Background: an optimization exercise with open tools, aiming at small area. Do not read the settings as production practice.
The RTL was checked by simulation tests, not by an equivalence proof against the original design.
Power is estimated from default activity; no workload was simulated.

// yduck_soc
module yduck_soc (
	input wire clk,
	input wire rst,                  
	output wire [15:0] rom_addr,
	input wire [15:0] rom_data,
	input wire [15:0] gpio_in,
	output wire [15:0] gpio_out,
	output wire T0_PWM_P,
	output wire T0_PWM_N,
	output wire T1_PWM_P,
	output wire T1_PWM_N,
	input wire [3:0] intp_ext,
	input wire intp_s
);
localparam NF=4'h0, LD=4'h1, SV=4'h2, IN=4'h3, SW=4'h4, WR=4'h5, CR=4'h6, LA=4'h7,
           LO=4'h8, AD=4'h9, SB=4'ha, JW=4'hb, JA=4'hc, LL=4'hd, LR=4'he, TL=4'hf;
reg        rst_r;
reg [15:0] PC;
reg [15:0] rom_addr_r;
reg [15:0] DK;
reg [15:0] RX [2:14];
reg [15:0] idata_r;
reg        jpc, jpc_r, dwi;
reg        pcb_v;
reg [15:0] pcb_d;
reg [2:0]  state;
reg        sen;
reg [15:0] PC_r;
reg [15:0] mem [0:31];
reg [4:0]  ram_addr_r;
reg        ram_sel_r;
reg [15:0] rdata_r;
reg [15:0] gpio_in_reg, gpio_out_reg;
reg [15:0] TCTR, TATS0, TATS0_r, TCMP0, TCMP0_r, TCNT0, TATS1, TATS1_r, TCMP1, TCMP1_r, TCNT1;
reg        intp_T0, intp_T1;
reg [10:0] INTC;
reg [15:0] INT0, INT1;
reg [7:0]  intp_i_r, intp_i_rr;
reg        int_vld;
function [15:0] inc16(input [15:0] x);
	reg c;
	integer i;
	begin
		c = 1'b1;
		for (i = 0; i < 16; i = i + 1) begin
			inc16[i] = x[i] ^ c;
			c = c & x[i];
		end
	end
endfunction
assign rom_addr = rom_addr_r;
  ...
clock: 12.0 ns
lec_check: 0
abc_area: 1
cap_margin: 20
core_margin: 2
core_utilization: 50
cts_buf_list: sky130_fd_sc_hd__clkbuf_16
cts_cluster_diameter: 70
cts_cluster_size: 24
slew_margin: 20
standard.sh (not shown) runs the stock make flow with config.mk's settings and CLKGATE_MAP_FILE= SYNTH_SCRIPT=/design/flow/synth_recipe.tcl, a recipe that flattens the netlist after the stock synthesis.
==> flow/flow/run.sh <==
#!/bin/bash
# Layout flow: the standard flow (standard.sh), with one change to synthesis:
# ABC maps the combinational logic for area and leaves buffering and gate sizing to
# OpenROAD's repair steps. Flip-flops are mapped (dfflibmap) before ABC runs, so the
# registers, their names and cell types are those of the standard synthesis.
set -euo pipefail
W=$(pwd)
cat > "$W/abc_area_nobuf.script" <<'EOT'
&get -n
&st
&dch
&nf -R 1000 -p
&put
topo
EOT
{
	head -n 1 "$W/synth_recipe.tcl"
	echo "proc abc {args} { set i [lsearch \$args -script]; if {\$i >= 0} { lset args [expr {\$i+1}] $W/abc_area_nobuf.script }; yosys abc {*}\$args }"
	tail -n +2 "$W/synth_recipe.tcl"
} > "$W/area_synth.tcl"
bash "$W/standard.sh" SYNTH_SCRIPT="$W/area_synth.tcl" finish > "$W/make.log" 2>&1
The starting point ran to the end with no violations.
Then changed:
==> flow/run.sh (new file) <==
#!/bin/bash
# synth_recipe.tcl (not shown) runs the flow's synth.tcl, then flattens the netlist and writes it again
# the make line also repeats each setting of config.mk as NAME=value (left out here)
make -C /OpenROAD-flow-scripts/flow DESIGN_CONFIG=/design/flow/config.mk WORK_HOME=/design/flow/orfs CLKGATE_MAP_FILE= SYNTH_SCRIPT=/design/flow/synth_recipe.tcl finish
removed: flow/flow/run.sh
removed: flow/standard.sh
What happened:
- The new run went through all stages and came out clean
- setup slack improves by 0.12 ns
- clock power goes up by about 2%
- design area goes up by 4.9%
- core utilization goes down by 2.3 points
- die area goes up by 9.3%

========
Setup of old:
yduck_soc, a different RTL version from the one above (not shown whole).
For scale: about 1100 flip-flops, ~75 I/O pins.
// yduck_soc
module yduck_soc (
	input wire clk,
	input wire rst,                  
	output wire [15:0] rom_addr,
	input wire [15:0] rom_data,
	input wire [15:0] gpio_in,
	output wire [15:0] gpio_out,
	output wire T0_PWM_P,
	output wire T0_PWM_N,
	output wire T1_PWM_P,
	output wire T1_PWM_N,
	input wire [3:0] intp_ext,
	input wire intp_s
);
Settings: LEC_CHECK=0, CAP_MARGIN=20, CORE_MARGIN=2, CORE_UTILIZATION=65, CTS_BUF_LIST=sky130_fd_sc_hd__clkbuf_4 sky130_fd_sc_hd__clkbuf_8, SLEW_MARGIN=20; clock period 12.0 ns.
run.sh (not shown) runs the stock make flow with config.mk's settings and CLKGATE_MAP_FILE= SYNTH_SCRIPT=/design/flow/synth_recipe.tcl, a recipe that flattens the netlist after the stock synthesis.
Stock flow here: none of the scripts above is used.
old did not run to completion, as it errored out during 5_1_grt.
For new, these inputs were changed with respect to old:
- CORE_UTILIZATION changed from 65 to 50
Across old and new, a clean result was obtained everywhere but in old. old did not finish; the tool stopped in 5_1_grt with error GRT-0116. Re last weighted congestion value of the routability-driven placer: new is about 2.7% up on old. In the tables for old and new, placement row count reads lower with old. Floorplan die width in new is about 14% higher than in old. Re post-synthesis instance area: no difference whatsoever between old and new. Detailed placement HPWL: new vs old down about 6.5%. From old to new the numbers moved as follows: flip-flop and latch count after synthesis stayed essentially flat; worst setup slack after placement increased by 61 ps relative to the old numbers. NOTE placed instance count old->new increased by a few percent.

-- what the ideal ports hide --
The results above use ideal ports. As a check the final layouts listed here were re-extracted and re-timed, cells and wires unchanged.
Step 1 (the two cells are an assumption about what drives the block):
set clk [get_ports {clk}]
set_driving_cell -lib_cell sky130_fd_sc_hd__clkbuf_16 $clk
set_driving_cell -lib_cell sky130_fd_sc_hd__buf_2 [delete_from_list [all_inputs] $clk]
Step 2 moves the port delays by t, midway between the first and last clock arrival at a register: inputs arrive t later, outputs are due t later. That takes back most of the time a late clock gives input paths.
Three values: no drivers, after step 1, after step 2; two values: the first two.
run | shift t [ns] | setup slack, ns | pins driven straight from the clock port
the first run of note 1 | 0.733 | 0.401 / 0.401 / 0.401 | 1
the second run of note 1 | 0.768 | 0.522 / 0.522 / 0.522 | 1
new | 1.017 | 1.396 / 1.396 / 1.396 | 1
After both steps every run listed still meets setup and hold.
